Background: an optimization exercise with open tools, aiming at small area and a short achievable clock period. Do not read the settings as production practice.
Function was checked by simulation only, so behaviour that the tests miss may differ from the original.

===== flow/design.v =====
localparam EGF_ORDER = 8;
localparam logic [EGF_ORDER : 0] EGF_PRI_POL = 9'b100011101;  
localparam RS_COR_CAP = 8;
localparam RS_PAR_LEN = 16;  
localparam RS_COD_LEN = 255;  
localparam RS_MES_LEN = 239;  
localparam logic [(RS_PAR_LEN + 1) * EGF_ORDER - 1 : 0] RS_GEN_POL = {8'b00000001, 8'b01110110, 8'b00110100, 8'b01100111, 8'b00011111, 8'b01101000, 8'b01111110, 8'b10111011, 8'b11101000, 8'b00010001, 8'b00111000, 8'b10110111, 8'b00110001, 8'b01100100, 8'b01010001, 8'b00101100, 8'b01001111};
localparam ENC_SYM_NUM = 4;
localparam logic [RS_PAR_LEN * $clog2(RS_COD_LEN) - 1 : 0] ENC_CON_STA = {8'd239, 8'd240, 8'd241, 8'd242, 8'd243, 8'd244, 8'd245, 8'd246, 8'd247, 8'd248, 8'd249, 8'd250, 8'd251, 8'd252, 8'd253, 8'd254};
localparam SEL_PHA_NUM = 5;
localparam PRO_PHA_NUM = 4;
typedef enum logic [$clog2(SEL_PHA_NUM) - 1 : 0] {
    SEL_IDL,
    SEL_MES,
    SEL_PAR,
    SEL_MTP,
    SEL_PTM
} SEL_PHASE;
typedef enum logic [$clog2(PRO_PHA_NUM) - 1 : 0] {
    PRO_IDL,
    PRO_FIR,
    PRO_NOR,
    PRO_LAS
} PRO_PHASE;
module enc_buffer (
    input clk,
    input rst_n,
    input con_stall,
    input [ENC_SYM_NUM - 1 : 0][EGF_ORDER - 1 : 0] enc_data,
    output logic [2 * ENC_SYM_NUM - 1 : 0][EGF_ORDER - 1 : 0] buf_data
);
    always_ff @(posedge clk) begin
        if (!rst_n) begin
            buf_data <= '0;
        end else if (!con_stall) begin
            buf_data[2 * ENC_SYM_NUM - 1 : ENC_SYM_NUM] <= buf_data[ENC_SYM_NUM - 1 : 0];
            buf_data[ENC_SYM_NUM - 1 : 0] <= enc_data;
        end
    end
endmodule
module enc_controller (
    input clk,
    input rst_n,
    output logic [$clog2(RS_COD_LEN) - 1 : 0] con_counter,
    output logic con_stall,
    output SEL_PHASE sel_phase,
    output logic [$clog2(ENC_SYM_NUM + 1) - 1 : 0] sel_request,
    output logic [$clog2(ENC_SYM_NUM) - 1 : 0] sel_offset,
    output PRO_PHASE pro_phase,
    output logic [$clog2(ENC_SYM_NUM + 1) - 1 : 0] for_request,
    output logic [$clog2(2 * ENC_SYM_NUM - 1) - 1 : 0] for_offset
);
    logic [RS_PAR_LEN - 1 : 0] con_stall_temp;
    logic con_stall_reg;
    logic [$clog2(ENC_SYM_NUM) - 1 : 0] sel_offset_reg;
    logic [$clog2(2 * ENC_SYM_NUM - 1) - 1 : 0] for_offset_reg;
    always_ff @(posedge clk) begin
        if (!rst_n) begin
            con_counter <= '0;
        end else if (con_counter > RS_COD_LEN - ENC_SYM_NUM) begin
            con_counter <= con_counter + ENC_SYM_NUM - RS_COD_LEN;
        end else begin
            con_counter <= con_counter + ENC_SYM_NUM;
        end
    end
    always_ff @(posedge clk) begin
        if (!rst_n) begin
            con_stall_reg <= '0;
        end else begin
            con_stall_reg <= con_stall;
        end
    end
    always_comb begin
        for (int i = 0; i < RS_PAR_LEN; i++) begin
            con_stall_temp[i] = (con_counter == ENC_CON_STA[i * $clog2(RS_COD_LEN) +: $clog2(RS_COD_LEN)]);
        end
        con_stall = |con_stall_temp;
    end
    always_comb begin
        if (con_counter == '0) begin
            sel_phase = SEL_IDL;
        end else if (con_counter < ENC_SYM_NUM) begin
            sel_phase = SEL_PTM;
        end else if (con_counter <= RS_MES_LEN) begin
            sel_phase = SEL_MES;
        end else if (con_counter < RS_MES_LEN + ENC_SYM_NUM) begin
            sel_phase = SEL_MTP;
        end else if (con_counter <= RS_COD_LEN) begin
            sel_phase = SEL_PAR;
        end else begin
            sel_phase = SEL_IDL;
        end
    end
    always_comb begin
        if (sel_phase == SEL_IDL) begin
            sel_request = '0;
        end else if (sel_phase == SEL_MES) begin
            sel_request = ENC_SYM_NUM;
        end else if (sel_phase == SEL_PAR) begin
            sel_request = '0;
        end else if (sel_phase == SEL_MTP) begin
            sel_request = RS_MES_LEN + ENC_SYM_NUM - con_counter;
        end else if (sel_phase == SEL_PTM) begin
            sel_request = con_counter;
        end else begin
            sel_request = '0;
        end
    end
    always_ff @(posedge clk) begin
        if (!rst_n) begin
            sel_offset_reg <= '0;
        end else begin
            sel_offset_reg <= sel_offset;
        end
    end
    always_comb begin
        if (con_counter == ENC_SYM_NUM) begin
            sel_offset = '0;
        end else if (sel_phase == SEL_IDL) begin
            sel_offset = '0;
        end else if (con_stall_reg) begin
            sel_offset = sel_offset_reg - sel_request;
        end else begin
            sel_offset = sel_offset_reg + ENC_SYM_NUM - sel_request;
        end
    end
    always_comb begin
        if (con_counter < RS_MES_LEN % ENC_SYM_NUM) begin
            pro_phase = PRO_IDL;
        end else if (con_counter < ENC_SYM_NUM + RS_MES_LEN % ENC_SYM_NUM) begin
            pro_phase = PRO_FIR;
        end else if (con_counter < RS_MES_LEN) begin
            pro_phase = PRO_NOR;
        end else if (con_counter < RS_MES_LEN + ENC_SYM_NUM) begin
            pro_phase = PRO_LAS;
        end else begin
            pro_phase = PRO_IDL;
        end
    end
    always_comb begin
        if (pro_phase == PRO_IDL) begin
            for_request = '0;
        end else if (pro_phase == PRO_FIR) begin
            for_request = RS_MES_LEN % ENC_SYM_NUM;
        end else if (pro_phase == PRO_NOR) begin
            for_request = ENC_SYM_NUM;
        end else if (pro_phase == PRO_LAS) begin
            for_request = ENC_SYM_NUM;
        end else begin
            for_request = '0;
        end
    end
    always_ff @(posedge clk) begin
        if (!rst_n) begin
            for_offset_reg <= '0;
        end else begin
            for_offset_reg <= for_offset;
        end
    end
    always_comb begin
        if (con_counter == ENC_SYM_NUM) begin
            for_offset = ENC_SYM_NUM - RS_MES_LEN % ENC_SYM_NUM;
        end else if (con_stall_reg) begin
            for_offset = for_offset_reg - for_request;
        end else begin
            for_offset = for_offset_reg + ENC_SYM_NUM - for_request;
        end
    end
endmodule
module enc_formatter (
    input [$clog2(ENC_SYM_NUM + 1) - 1 : 0] for_request,
    input [$clog2(2 * ENC_SYM_NUM - 1) - 1 : 0] for_offset,
    input [ENC_SYM_NUM - 1 : 0][EGF_ORDER - 1 : 0] enc_data,
    input [2 * ENC_SYM_NUM - 1 : 0][EGF_ORDER - 1 : 0] buf_data,
    output logic [ENC_SYM_NUM - 1 : 0][EGF_ORDER - 1 : 0] for_data
);
    logic [3 * ENC_SYM_NUM - 1 : 0][EGF_ORDER - 1 : 0] for_data_temp;
    always_comb begin
        for_data_temp = {buf_data, enc_data};
        for (int i = ENC_SYM_NUM - 1; i >= 0; i --) begin
            if (i >= for_request) begin
                for_data[i] = '0;
            end else begin
                for_data[i] = for_data_temp[i + for_offset];
            end
        end
    end
endmodule
function logic [EGF_ORDER - 1 : 0] egf_mul (
    input [EGF_ORDER - 1 : 0] data_in_0,
    input [EGF_ORDER - 1 : 0] data_in_1
);
    logic redundant_bit;
    logic [EGF_ORDER - 1 : 0] returned_data;
    redundant_bit = '0;
    returned_data = '0;
    for (int i = 0; i < EGF_ORDER; i ++) begin
        redundant_bit = returned_data[EGF_ORDER - 1];
        for (int j = EGF_ORDER - 1; j > 0; j --) begin
            returned_data[j] = returned_data[j - 1] ^ (redundant_bit & EGF_PRI_POL[j]) ^ (data_in_0[j] & data_in_1[EGF_ORDER - i - 1]);
        end
        returned_data[0] = (redundant_bit & EGF_PRI_POL[0]) ^ (data_in_0[0] & data_in_1[EGF_ORDER - i - 1]);
    end
    egf_mul = returned_data;
endfunction
module enc_pro_partly (
    input [RS_MES_LEN % ENC_SYM_NUM - 1 : 0][EGF_ORDER - 1 : 0] for_data,
    output logic [RS_PAR_LEN - 1 : 0][EGF_ORDER - 1 : 0] pro_data_partly
);
    logic [RS_PAR_LEN - 1 : 0][EGF_ORDER - 1 : 0] pro_data_temp;
    always_comb begin
        pro_data_temp = '0;
        for (int i = RS_MES_LEN % ENC_SYM_NUM - 1; i >= 0; i --) begin
            for (int j = RS_PAR_LEN - 1; j > 0; j --) begin
                pro_data_partly[j] = pro_data_temp[j - 1] ^ egf_mul(for_data[i] ^ pro_data_temp[RS_PAR_LEN - 1], RS_GEN_POL[j * EGF_ORDER +: EGF_ORDER]);
            end
            pro_data_partly[0] = egf_mul(for_data[i] ^ pro_data_temp[RS_PAR_LEN - 1], RS_GEN_POL[0 +: EGF_ORDER]);
            for (int j = RS_PAR_LEN - 1; j >= 0; j --) begin
                pro_data_temp[j] = pro_data_partly[j];
            end
        end
    end
endmodule
module enc_pro_fully (
    input [ENC_SYM_NUM - 1 : 0][EGF_ORDER - 1 : 0] for_data,
    input [RS_PAR_LEN - 1 : 0][EGF_ORDER - 1 : 0] pro_data_reg,
    output logic [RS_PAR_LEN - 1 : 0][EGF_ORDER - 1 : 0] pro_data_fully
);
    logic [RS_PAR_LEN - 1 : 0][EGF_ORDER - 1 : 0] pro_data_temp;
    always_comb begin
        pro_data_temp = pro_data_reg;
        for (int i = ENC_SYM_NUM - 1; i >= 0; i --) begin
            for (int j = RS_PAR_LEN - 1; j > 0; j --) begin
                pro_data_fully[j] = pro_data_temp[j - 1] ^ egf_mul(for_data[i] ^ pro_data_temp[RS_PAR_LEN - 1], RS_GEN_POL[j * EGF_ORDER +: EGF_ORDER]);
            end
            pro_data_fully[0] = egf_mul(for_data[i] ^ pro_data_temp[RS_PAR_LEN - 1], RS_GEN_POL[0 +: EGF_ORDER]);
            for (int j = RS_PAR_LEN - 1; j >= 0; j --) begin
                pro_data_temp[j] = pro_data_fully[j];
            end
        end
    end
endmodule
module enc_processor (
    input clk,
    input rst_n,
    input PRO_PHASE pro_phase,
    input [ENC_SYM_NUM - 1 : 0][EGF_ORDER - 1 : 0] for_data,
    output logic [RS_PAR_LEN - 1 : 0][EGF_ORDER - 1 : 0] pro_data
);
    logic [RS_PAR_LEN - 1 : 0][EGF_ORDER - 1 : 0] pro_data_reg;
    logic [RS_PAR_LEN - 1 : 0][EGF_ORDER - 1 : 0] pro_data_partly;
    logic [RS_PAR_LEN - 1 : 0][EGF_ORDER - 1 : 0] pro_data_fully;
    always_ff @(posedge clk) begin
        if (!rst_n) begin
            pro_data_reg <= '0;
        end else begin
            pro_data_reg <= pro_data;
        end
    end
    enc_pro_partly partly (
        .for_data(for_data[RS_MES_LEN % ENC_SYM_NUM - 1 : 0]),
        .pro_data_partly (pro_data_partly)
    );
    enc_pro_fully fully (
        .for_data(for_data),
        .pro_data_reg(pro_data_reg),
        .pro_data_fully(pro_data_fully)
    );
    always_comb begin
        if (pro_phase == PRO_FIR) begin
            pro_data = pro_data_partly;
        end else if (pro_phase == PRO_NOR) begin
            pro_data = pro_data_fully;
        end else if (pro_phase == PRO_LAS) begin
            pro_data = pro_data_fully;
        end else begin
            pro_data = pro_data_reg;
        end
    end
endmodule
module enc_selector (
    input clk,
    input rst_n,
    input SEL_PHASE sel_phase,
    input [$clog2(ENC_SYM_NUM + 1) - 1 : 0] sel_request,
    input [$clog2(ENC_SYM_NUM) - 1 : 0] sel_offset,
    input [ENC_SYM_NUM - 1 : 0][EGF_ORDER - 1 : 0] enc_data,
    input [2 * ENC_SYM_NUM - 1 : 0][EGF_ORDER - 1 : 0] buf_data,
    input PRO_PHASE pro_phase,
    input [RS_PAR_LEN - 1 : 0][EGF_ORDER - 1 : 0] pro_data,
    output logic [ENC_SYM_NUM - 1 : 0][EGF_ORDER - 1 : 0] sel_data
);
    logic [3 * ENC_SYM_NUM - 1 : 0][EGF_ORDER - 1 : 0] sel_data_temp;
    logic [RS_PAR_LEN - 1 : 0][EGF_ORDER - 1 : 0] pro_data_reg;
    logic [RS_PAR_LEN - 1 : 0][EGF_ORDER - 1 : 0] pro_data_shift;
    always_ff @(posedge clk) begin
        if (!rst_n) begin
            pro_data_reg <= '0;
        end else if (pro_phase == PRO_LAS) begin
            for (int i = RS_PAR_LEN - 1; i >= 0; i --) begin
                if (i >= ENC_SYM_NUM - sel_request) begin
                    pro_data_reg[i] <= pro_data[i + sel_request - ENC_SYM_NUM];
                end else begin
                    pro_data_reg[i] <= '0;
                end
            end 
        end else begin
            pro_data_reg <= pro_data_shift;
        end
    end
    always_comb begin
        if (sel_phase == SEL_PAR) begin
            pro_data_shift = '0;
            for (int i = RS_PAR_LEN - 1; i >= ENC_SYM_NUM; i --) begin
                pro_data_shift[i] = pro_data_reg[i - ENC_SYM_NUM];
            end
        end else if (sel_phase == SEL_PTM) begin
            pro_data_shift = '0;
        end else begin
            pro_data_shift = pro_data_reg;
        end
    end
    always_comb begin
        sel_data_temp = {buf_data, enc_data};
        if (sel_phase == SEL_MES) begin
            sel_data = sel_data_temp[ENC_SYM_NUM - 1 + sel_offset -: ENC_SYM_NUM];
        end else if (sel_phase == SEL_PAR) begin
            sel_data = pro_data_reg[RS_PAR_LEN - 1 -: ENC_SYM_NUM];
        end else if (sel_phase == SEL_MTP) begin
            for (int i = ENC_SYM_NUM - 1; i >= 0; i --) begin
                if (i >= ENC_SYM_NUM - sel_request) begin
                    sel_data[i] = sel_data_temp[i + sel_offset + sel_request - ENC_SYM_NUM];
                end else begin
                    sel_data[i] = pro_data[i + sel_request + RS_PAR_LEN - ENC_SYM_NUM];
                end
            end
        end else if (sel_phase == SEL_PTM) begin
            for (int i = ENC_SYM_NUM - 1; i >= 0; i --) begin
                if (i >= sel_request) begin
                    sel_data[i] = pro_data_reg[i + RS_PAR_LEN - ENC_SYM_NUM];
                end else begin
                    sel_data[i] = sel_data_temp[i + sel_offset];
                end
            end
        end else begin
            sel_data = '0;
        end
    end
endmodule
module encoder (
    input clk,
    input rst_n,
    input [ENC_SYM_NUM * EGF_ORDER - 1 : 0] data_in,
    output logic [ENC_SYM_NUM * EGF_ORDER - 1 : 0] data_out
);
    logic [ENC_SYM_NUM - 1 : 0][EGF_ORDER - 1 : 0] enc_data;
    logic [$clog2(RS_COD_LEN) - 1 : 0] con_counter;
    logic con_stall;
    SEL_PHASE sel_phase;
    logic [$clog2(ENC_SYM_NUM + 1) - 1 : 0] sel_request;
    logic [$clog2(ENC_SYM_NUM) - 1 : 0] sel_offset;
    PRO_PHASE pro_phase;
    logic [$clog2(ENC_SYM_NUM + 1) - 1 : 0] for_request;
    logic [$clog2(2 * ENC_SYM_NUM - 1) - 1 : 0] for_offset;
    logic [2 * ENC_SYM_NUM - 1 : 0][EGF_ORDER - 1 : 0] buf_data;
    logic [ENC_SYM_NUM - 1 : 0][EGF_ORDER - 1 : 0] for_data;
    logic [RS_PAR_LEN - 1 : 0][EGF_ORDER - 1 : 0] pro_data;
    logic [ENC_SYM_NUM - 1 : 0][EGF_ORDER - 1 : 0] sel_data;
    enc_controller controller (
        .clk(clk),
        .rst_n(rst_n),
        .con_counter(con_counter),
        .con_stall(con_stall),
        .sel_phase(sel_phase),
        .sel_request(sel_request),
        .sel_offset(sel_offset),
        .pro_phase(pro_phase),
        .for_request(for_request),
        .for_offset(for_offset)
    );
    enc_buffer buffer (
        .clk(clk),
        .rst_n(rst_n),
        .con_stall(con_stall),
        .enc_data(enc_data),
        .buf_data(buf_data)
    );
    enc_formatter formatter (
        .for_request(for_request),
        .for_offset(for_offset),
        .enc_data(enc_data),
        .buf_data(buf_data),
        .for_data(for_data)
    );
    enc_processor processor (
        .clk(clk),
        .rst_n(rst_n),
        .pro_phase(pro_phase),
        .for_data(for_data),
        .pro_data(pro_data)
    );
    enc_selector selector (
        .clk(clk),
        .rst_n(rst_n),
        .sel_phase(sel_phase),
        .sel_request(sel_request),
        .sel_offset(sel_offset),
        .enc_data(enc_data),
        .buf_data(buf_data),
        .pro_phase(pro_phase),
        .pro_data(pro_data),
        .sel_data(sel_data)
    );
    always_ff @(posedge clk) begin
        if (!rst_n) begin
            enc_data <= '0;
        end else if (!con_stall) begin
            for (int i = ENC_SYM_NUM - 1; i >= 0; i --) begin
                enc_data[i] <= data_in[(i + 1) * EGF_ORDER - 1 -: EGF_ORDER];
            end
        end else begin
            enc_data <= enc_data;
        end
    end
    always_ff @(posedge clk) begin
        if (!rst_n) begin
            data_out <= '0;
        end else begin
            for (int i = ENC_SYM_NUM - 1; i >= 0; i --) begin
                data_out[(i + 1) * EGF_ORDER - 1 -: EGF_ORDER] <= sel_data[i];
            end
        end
    end
endmodule

===== flow/run.sh =====
#!/bin/bash
# synth_recipe.tcl (not shown) runs the flow's synth.tcl, then flattens the netlist and writes it again
# the make line also repeats each setting of config.mk as NAME=value (left out here)
make -C /OpenROAD-flow-scripts/flow DESIGN_CONFIG=/design/flow/config.mk WORK_HOME=/design/flow/orfs CLKGATE_MAP_FILE= SYNTH_SCRIPT=/design/flow/synth_recipe.tcl finish

===== flow/config.mk =====
export PLATFORM = sky130hd
export DESIGN_NAME = encoder
export DESIGN_NICKNAME = encoder
export VERILOG_FILES = /design/flow/design.v
export SDC_FILE = /design/flow/constraint.sdc
export NUM_CORES = 8
export LEC_CHECK = 0
export CAP_MARGIN = 20
export CORE_MARGIN = 2
export CORE_UTILIZATION = 40
export SLEW_MARGIN = 20

===== flow/constraint.sdc =====
create_clock -name core_clock -period 14.0 [get_ports {clk}]
set_input_delay 2.8000 -clock core_clock [delete_from_list [all_inputs] [get_ports {clk}]]
set_output_delay 2.8000 -clock core_clock [all_outputs]
set_load 0.01 [all_outputs]

==> flow_metrics.tcl, run 1 <==
set metrics [dict create \
    place_area_um2 58900 \
    synth_top_area_frac 0.158 \
    syn2layout_area_growth_pct 9.63 \
    synth-seq-cells 398 \
    die_w_um 376 \
    grt_pass1_vias 50000 \
    holdPathStages 2 \
    period_minus_slack_ns 13.28 \
    syn-num-nets 6262 \
    max_stage_delay_ns 1.12 \
    vias_per_cell 6.90 \
    ios 66 \
    dr.pass1.iters 7 \
    cts_root_buffer "clkbuf_16" \
    finalMaxSlewViolations 0 \
    drc_errors 0 \
    async_reset_ff_frac 0 \
    drive_gt1_frac 0.138 \
    coreArea_um2 137000 \
    cp.required_ns 14.64 \
    r2r_slack_ns 0.72 \
    fp-row-count 136 \
    drtIter0Drc 9420 \
    setup_viol 0 \
    wl_mm 341 \
    start_kind "register" \
    portBuffers 65 \
    ys.flop_type "dfxtp_1" \
    r2r-start "controller.con_counter[2]$_SDFF_PN0_" \
    gr-usage-all-layers 0.469 \
    dp.cells 7813 \
    die_y_um 376 \
    rsz0062_at_grt "no" \
    stdcell_area_um2 60800 \
    yosys.area.top_type "xnor2_1" \
    clock.fmax_mhz 75.3 \
    hold_start "selector.pro_data_reg[13]$_SDFFE_PN0P_" \
    r2r_end "selector.pro_data_reg[92]$_SDFFE_PN0P_" \
    overflow 0 \
    antenna_found_initial 14 \
    cts_tree "built" \
    final.setup.tns_ns 0 \
    gp_congestion 1.14 \
    netlist_area_um2 55400 \
    layout_worst_path_cycle_share 0.948 \
    path_clk_slew_ns 0.06 \
    synth-edff-count 0 \
    yosysSeqAreaShare 0.144 \
    final_util 0.442 \
    path_class "register to register" \
    mostFrequentLayoutCells "xnor2_1, nand2_1, nor2_1, dfxtp_1, xnor3_1" \
    arrival_ns 13.92 \
    detail-route-antenna-nets 0 \
    final_common_cell "xnor2_1" \
    syn_avg_cell_area_um2 8.98 \
    nNetsFinal 6164 \
    cts_buffers 52 \
    hpwlAfterDp_mm 261 \
    cp_max_fo 34 \
    start_util 0.403 \
    clock_sinks 398 \
    yosysUniqueCellTypes 111 \
    max_slew.worst_pin.slew_ns 1.35 \
    synth_cells 6174 \
    grt_max_degree 118 \
    cts-htree-levels 2 \
    status "timing/DRC/antenna clean" \
    clock_latency_ns 0.71 \
    clockBufferDepth 3 \
    hold_end "selector.pro_data_reg[13]$_SDFFE_PN0P_" \
    maxCapViolCount 0 \
    hold_viol_final 0 \
    slew_headroom 0.0966 \
    vias 54700 \
    die_area_um2 142000 \
    yosys_warnings 8 \
    grt_pass1_wl_mm 455 \
    clock_skew_ns 0.0899 \
    worst_r2r_path_depth 30 \
    cts_resized 0 \
    postCtsHoldBufs 0 \
    critical-path-slowest-cell "fa_4" \
    layoutNonFillerInstCount 7925 \
    fillers 13600 \
    cts_setup_buffers 0 \
    hold_class "register to register" \
    yosys-top-cells-area "xnor2_1, xnor3_1, dfxtp_1, mux4_2, xor2_1" \
    wl_per_cell_um 43.1 \
    cp-end-kind "register" \
]
[through the flow]
stage | hold slack, ns | setup WS [ns]
floorplan | 0.416 | 4.19
global placement | 0.432 | 1.30
detailed placement | 0.433 | 1.32
CTS | 0.441 | 1.31
global route | 0.468 | 0.678
finish | 0.437 | 0.722
[cell families after synthesis]
logic type                 synth area share
xor gates and xnor gates              0.384
buffers and inverters                0.0437
adders and majority gates            0.0131
muxes                                 0.110
and+or+nand+nor                       0.116
AOI/OAI and AO/OA                     0.189
DFF                                   0.144
[area by class of cell]
| cell class | count | area [um^2] | area share |
|---|---|---|---|
| Antenna cell | 14 | 35.0 | 0.000576 |
| Clock buffer | 77 | 1550 | 0.0254 |
| Clock inverter | 18 | 248 | 0.00408 |
| Inverter | 63 | 246 | 0.00406 |
| Multi-Input combinational cell | 5175 | 45400 | 0.747 |
| Sequential cell | 398 | 7970 | 0.131 |
| Tap cell | 1794 | 2240 | 0.0369 |
| Timing Repair Buffer | 386 | 3090 | 0.0509 |
[worst max-delay path: cells and delay by family, from the launching register on]
kind	cells	cell delay (ns)
flip-flops	1	0.47
AND/OR/NAND/NOR	4	0.98
multiplexers	2	0.76
buffers and inverters	5	1.05
adder cells (fa/ha/maj)	3	1.59
AO/OA/AOI/OAI	8	3.48
XOR/XNOR	8	4.85
[Yosys cell counts (all sizes together) (61+ instances only)]
library cell / count
a21oi: 338
a22oi: 71
and2: 76
buf: 143
clkbuf: 395
dfxtp: 398
mux2: 81
mux2i: 196
mux4: 143
nand2: 554
nand3: 101
nor2: 442
nor3: 68
o211ai: 119
o21ai: 282
o221ai: 61
o22ai: 84
xnor2: 1045
xnor3: 366
xor2: 297
[metal layers]
| layer | GRT usage | part of all wire | up-vias |
|---|---|---|---|
| met2 | 0.669 | 0.40 | 4617 |
| met1 | 0.593 | 0.37 | 26900 |
| met5 | 0 | 0.00011 | - |
| li1 | - | - | 22100 |
| met4 | 0.359 | 0.099 | 6 |
| met3 | 0.138 | 0.13 | 1067 |
[worst max-delay path by stage]
stage | from | slack, ns | endpoint
2_1_floorplan | controller.con_counter[6]$_SDFF_PN0_ | 4.19 | data_out[18]$_SDFF_PN0_
3_3_place_gp | controller.con_counter[2]$_SDFF_PN0_ | 1.30 | selector.pro_data_reg[92]$_SDFFE_PN0P_
3_5_place_dp | controller.con_counter[2]$_SDFF_PN0_ | 1.32 | data_out[18]$_SDFF_PN0_
4_1_cts | controller.con_counter[2]$_SDFF_PN0_ | 1.31 | data_out[18]$_SDFF_PN0_
5_1_grt | controller.con_counter[0]$_SDFFE_PN0P_ | 0.68 | selector.pro_data_reg[92]$_SDFFE_PN0P_
6_report | controller.con_counter[2]$_SDFF_PN0_ | 0.72 | selector.pro_data_reg[92]$_SDFFE_PN0P_
==> run 2: changes to the inputs <==
==> flow/design.v (replaced) <==
module encoder (
    input clk,
    input rst_n,
    input [31:0] data_in,
    output logic [31:0] data_out
);
    localparam logic [4095:0] MAP = {
        32'he5dd51ce,
        32'h726e2867,
        32'hb9379433,
        32'hdc9b4a19,
        32'h0b10f442,
        32'he0552bef,
        32'h95774439,
        32'hcabba29c,
        32'h33643f6c,
        32'h19b21f36,
        32'h8cd90f1b,
        32'h46ec878d,
        32'h90127caa,
        32'hfbed81b9,
        32'hce92ffb0,
        32'h67c97fd8,
        32'hb12f07c6,
        32'h589703e3,
        32'h2ccb81f1,
        32'h1665c078,
        32'hba1d67fa,
        32'hec2134bb,
        32'hc7bf1d1b,
        32'h635f0e8d,
        32'haa203978,
        32'hd5109c3c,
        32'hea88ce9e,
        32'hf5c467cf,
        32'h50c20a9f,
        32'h0241bc37,
        32'hab80e7e3,
        32'h554073f1,
        32'hca782236,
        32'he53c111b,
        32'h729e088d,
        32'hb9cf84c6,
        32'h169fe0d5,
        32'hc13752dc,
        32'h2ae38bd8,
        32'h95f1456c,
        32'haf44c9de,
        32'hd7a264ef,
        32'heb51b2f7,
        32'h7528d9fb,
        32'h15d02523,
        32'h25acdb4f,
        32'hbd122479,
        32'h5e8992bc,
        32'h81b5eced,
        32'hc0da76f6,
        32'h606d3b7b,
        32'h30b69dbd,
        32'h19eea2b3,
        32'h0dc2bdb4,
        32'h07d4b2b7,
        32'h036ad9db,
        32'h0dfb2547,
        32'h86fd1223,
        32'hc37e8991,
        32'he1bf4448,
        32'hfda487e3,
        32'h732966b6,
        32'h34ef961c,
        32'h1af74b8e,
        32'he0fa1e08,
        32'h707d8f84,
        32'hb83ec7c2,
        32'h5c9f6361,
        32'h4eb5afb8,
        32'hc720c954,
        32'h83ea7a22,
        32'hc1f53d11,
        32'hfcf00e5c,
        32'hfef807ae,
        32'hff7c0357,
        32'h7fbe81ab,
        32'hc32fce09,
        32'h1d676958,
        32'hf2c33a70,
        32'hf9e11db8,
        32'h4c4c4ddd,
        32'h2626a66e,
        32'h9393d337,
        32'h4949699b,
        32'h68687910,
        32'hf8f8f155,
        32'h30303577,
        32'h98989abb,
        32'h8c9a02cc,
        32'h464d0166,
        32'ha3a680b3,
        32'hd1d34059,
        32'he4f32260,
        32'h7ee313fc,
        32'h336b0b32,
        32'h19350599,
        32'h017a3c06,
        32'h803d9e83,
        32'h401ecfc1,
        32'h208fe7e0,
        32'h11bd4f76,
        32'h09249b3d,
        32'h05e8f118,
        32'h02f4780c,
        32'h4f2315ea,
        32'ha7918af5,
        32'h5348c5fa,
        32'h29a4627d,
        32'h5bf124d4,
        32'he25b8780,
        32'h3e8e56aa,
        32'h9f472bd5,
        32'h44ac7ef4,
        32'ha256bf7a,
        32'h512b5f3d,
        32'h28152f1e,
        32'hd026e97b,
        32'hac3f0a49,
        32'h12b3fbd0,
        32'h8959fde8,
        32'hec0e2012,
        32'h76071089,
        32'h3b038844,
        32'h9d81c4a2,
        32'ha2cec243,
        32'hbd6941b3,
        32'hb23a804b,
        32'hd91d4025
    };
    logic [7:0] cnt;
    logic [127:0] par;            
    logic [3:0][7:0] enc;         
    logic [1:0] u;
    logic [5:0] v;
    logic [7:0] cnt_nxt;
    logic acc;
    assign u = cnt[7:6];
    assign v = cnt[5:0];
    assign cnt_nxt = (cnt == 8'd254) ? 8'd0 : cnt + 8'd1;
    assign acc = (cnt_nxt[5:0] < 6'd59) || (cnt_nxt[5:0] == 6'd59 && cnt_nxt[7:6] != 2'd3);
    always_ff @(posedge clk) begin
        if (!rst_n) cnt <= 8'd254;
        else cnt <= cnt_nxt;
    end
    always_ff @(posedge clk) begin
        if (acc) enc <= data_in;
    end
    logic [7:0] dl [0:3];
    logic [7:0] el [0:3];
    logic [7:0] cat [0:7];
    always_comb begin
        for (int s = 0; s < 4; s++) begin
            dl[s] = data_out[31 - 8 * s -: 8];
            el[s] = enc[3 - s];
            cat[s] = dl[s];
            cat[s + 4] = el[s];
        end
    end
    logic [3:0][7:0] slot;
    logic [31:0] fb;              
    logic [127:0] peff;
    logic [127:0] mp;
    logic [127:0] pnew;
    logic en;
    logic first;
    assign first = (v == 6'd0);
    assign en = (v <= 6'd59);
    assign peff = first ? 128'd0 : par;
    always_comb begin
        for (int j = 0; j < 4; j++) begin
            slot[j] = cat[j + 3 - u];
            if (j == 0 && first) slot[j] = 8'd0;
        end
        for (int e = 0; e < 4; e++)
            fb[8 * e +: 8] = en ? (peff[8 * (12 + e) +: 8] ^ slot[3 - e]) : 8'd0;
        for (int b = 0; b < 128; b++)
            mp[b] = ^(fb & MAP[32 * b +: 32]);
        pnew = {peff[95:0], 32'd0} ^ mp;
    end
    always_ff @(posedge clk) begin
        par <= pnew;
    end
    logic [7:0] sw [0:7];
    logic [3:0] msg;
    logic [31:0] dnext;
    always_comb begin
        for (int i = 0; i < 8; i++) begin
            sw[i] = par[8 * (15 - i) +: 8];
            if (i >= 4 && v == 6'd59) sw[i] = pnew[8 * (19 - i) +: 8];
        end
        for (int s = 0; s < 4; s++) begin
            msg[s] = (v <= 6'd58) || (v == 6'd59 && s < 3 - u) || (v == 6'd63 && s >= 3 - u);
            dnext[31 - 8 * s -: 8] = msg[s] ? el[s] : sw[s + u + 1];
        end
    end
    always_ff @(posedge clk) begin
        data_out <= dnext;
    end
endmodule
==> run 2 against run 1 <==
Still clean on timing, DRC and antenna. Die area down 66%. First-iteration DRC count down 77%. Cell count down 67%. Register-to-register slack better by 7.5 ns. Non-clock buffer count down 291. Wire length down 76%. Sequential share of layout area up 8.2 points. Count of clock-buffer cells in the layout down 57. Largest cell class unchanged.
==> flow_metrics.tcl, run 2 <==
set metrics [dict create \
    status "timing/DRC/antenna clean" \
    hold_viol_final 0 \
    coreArea_um2 46300 \
    r2r-start "cnt[6]$_SDFF_PN1_" \
    stdcell_area_um2 20400 \
    critical-path-slowest-cell "xor2_1" \
    setup_viol 0 \
    yosys-top-cells-area "xnor2_1, dfxtp_1, xor2_1, edfxtp_1, mux4_2" \
    synth_cells 1960 \
    layoutNonFillerInstCount 2582 \
    clockBufferDepth 2 \
    clock_latency_ns 0.53 \
    final_util 0.440 \
    arrival_ns 6.22 \
    cts_tree "built" \
    grt_pass1_vias 14500 \
    period_minus_slack_ns 5.78 \
    register_area_um2 4330 \
    yosysSeqAreaShare 0.232 \
    cp_max_fo 66 \
    place_area_um2 19800 \
    syn2layout_area_growth_pct 9.37 \
    path_clk_slew_ns 0.08 \
    final.setup.tns_ns 0 \
    hold_end "data_out[4]$_DFF_P_" \
    gp_congestion 1.07 \
    cts_root_buffer "clkbuf_16" \
    yosys.cell_count.top_type "xnor2_1" \
    r2r_end "data_out[18]$_DFF_P_" \
    cts_buffers 17 \
    maxCapViolCount 0 \
    dp.cells 2550 \
    clock_skew_ns 0.0235 \
    die_w_um 220 \
    cts_resized 0 \
    slew_headroom 0.111 \
    overflow 0 \
    cp-end-kind "register" \
    yosysUniqueCellTypes 86 \
    clock_sinks 200 \
    portBuffers 65 \
    max_slew.worst_pin.slew_ns 1.32 \
    diodes 0 \
    hold_class "register to register" \
    die_y_um 220 \
    drtIter0Drc 2137 \
    layout_worst_path_cycle_share 0.413 \
    final_common_cell "xnor2_1" \
    path_cells "buf_4 > mux4_2 > xnor2_4 > xor2_1 > nand2_1 > xor2_1 > xnor3_1 > xnor3_1 > mux2i_1 > mux4_2 > o21ai_1" \
    syn-num-nets 1997 \
    top_register "par" \
    multiInputGateArea_um2 13700 \
    finalMaxSlewViolations 0 \
    fp-row-count 79 \
    synth-seq-cells 200 \
    cts-htree-levels 4 \
    detail-route-antenna-nets 0 \
    async_reset_ff_frac 0 \
    grt_max_degree 67 \
    hold_start "enc[4]$_DFFE_PP_" \
    worst_r2r_path_depth 11 \
    syn_avg_cell_area_um2 9.50 \
    holdPathStages 2 \
    synth_top_area_frac 0.317 \
    cp.required_ns 14.44 \
    antenna_found_initial 1 \
    synthTopCellsByCount "xnor2_1, xor2_1, nand2_1" \
    netlist_area_um2 18600 \
    r2r_slack_ns 8.22 \
    yosys_warnings 9 \
    synth-edff-count 32 \
    ios 66 \
    cts_setup_buffers 0 \
    clock.fmax_mhz 173 \
    hpwlAfterDp_mm 63.0 \
    yosys.area.top_type "xnor2_1" \
    gr-usage-all-layers 0.347 \
    path_class "register to register" \
    rsz0062_at_grt "no" \
    grt_pass1_wl_mm 114 \
    wl_per_cell_um 31.8 \
    dr.pass1.iters 5 \
    start_kind "register" \
    ys.flop_type "dfxtp_1" \
    drc_errors 0 \
    vias 15000 \
    wl_mm 82.1 \
    start_util 0.402 \
    vias_per_cell 5.82 \
    fillers 4487 \
    max_stage_delay_ns 1.09 \
    die_area_um2 48300 \
    mostFrequentLayoutCells "xnor2_1, xor2_1, nand2_1, dfxtp_1, nor2_1" \
    postCtsHoldBufs 0 \
    drive_gt1_frac 0.0972 \
    largest_reg_flops 128 \
    nNetsFinal 1999 \
    holdWs_ns 0.469 \
]
==> run 2: cell count changes in the layout (fill, tap and decap cells not counted), moves of 73 or more <==
cell / change
a21oi_1: -266
nand3_1: -84
o22ai_1: -73
o211ai_1: -113
xnor2_1: -312
dfxtp_1: -232
xnor3_1: -320
buf_4: -285
mux2i_1: -167
mux4_2: -104
nor2_1: -363
o21ai_0: -191
nand2_1: -380
==> run 2: layer usage <==
layer,track usage,share of wire,vias up,wire length [um]
met4,0.243,0.080,0,6610
met5,0,0,-,0
met2,0.508,0.42,1020,34400
met3,0.0754,0.10,266,8410
met1,0.454,0.40,7284,32700
li1,-,-,6445,-
==> run 2: worst max path at each step <==
stage                 startpoint                    to  slack [ns]  depth (start not counted)
2_1_floorplan  cnt[4]$_SDFF_PN1_      enc[0]$_DFFE_PP_        9.91                         10
3_3_place_gp   cnt[6]$_SDFF_PN1_  data_out[18]$_DFF_P_        8.25                         11
3_5_place_dp   cnt[6]$_SDFF_PN1_  data_out[18]$_DFF_P_        8.36                         11
4_1_cts        cnt[6]$_SDFF_PN1_  data_out[18]$_DFF_P_        8.31                         11
5_1_grt        cnt[6]$_SDFF_PN1_  data_out[18]$_DFF_P_        8.07                         11
6_report       cnt[6]$_SDFF_PN1_  data_out[18]$_DFF_P_        8.22                         11
==> run 2: through the flow <==
step / setup WS (ns)
after floorplan: 9.91
after global placement: 8.25
after detailed placement: 8.36
after CTS: 8.31
after global routing: 8.07
final: 8.22
==> run 2: cell families (layout without fill, tap and decap cells) <==
kind of cell	Yosys count	in the layout	share of synthesized area
XOR/XNOR	952	952	0.494
AND/OR/NAND/NOR	370	370	0.0910
AO/OA/AOI/OAI	219	219	0.0762
flip-flops	200	200	0.232
buffers and inverters	137	152	0.0331
multiplexers	79	79	0.0718
adder cells (fa/ha/maj)	3	3	0.00202
==> run 2: cell type report <==
class | count | area share
clock inverters | 12 | 0.00516
multi-input cells | 1623 | 0.675
well taps | 607 | 0.0373
flip-flops and latches | 200 | 0.213
repair buffers | 95 | 0.0430
inverters | 25 | 0.00461
clock buffers | 20 | 0.0225
==> run 2: worst max-delay path, delay by kind of cell, from the launching register on <==
family	cells	cell delay, ns
XOR/XNOR	5	2.30
buffers and inverters	1	0.77
AO/OA/AOI/OAI	1	0.16
flip-flops	1	0.53
AND/OR/NAND/NOR	1	0.47
multiplexers	3	1.38

port drivers added, routing unchanged:
No port has a modelled driver above. Below, the same layouts with a new extraction and two added sets of constraints.
Step 1 assumes that a clkbuf_16 drives the clock port and a buf_2 every other input.
Step 2 times the ports against the registers' clock, not the clock port: input delays grow and output delays shrink by t, the midpoint of the rising clock arrivals with the driver on.
Three values: ideal, step 1, step 2; two values: the first two.
| run | t, ns | setup WS [ns] | worst register clock-pin slew, ns |
|---|---|---|---|
| run 1 | 0.743 | 0.722 / 0.722 / 0.722 | 0.07 / 0.07 |
| run 2 | 0.570 | 8.223 / 8.223 / 8.223 | 0.09 / 0.09 |
After both steps every run listed still meets setup and hold.
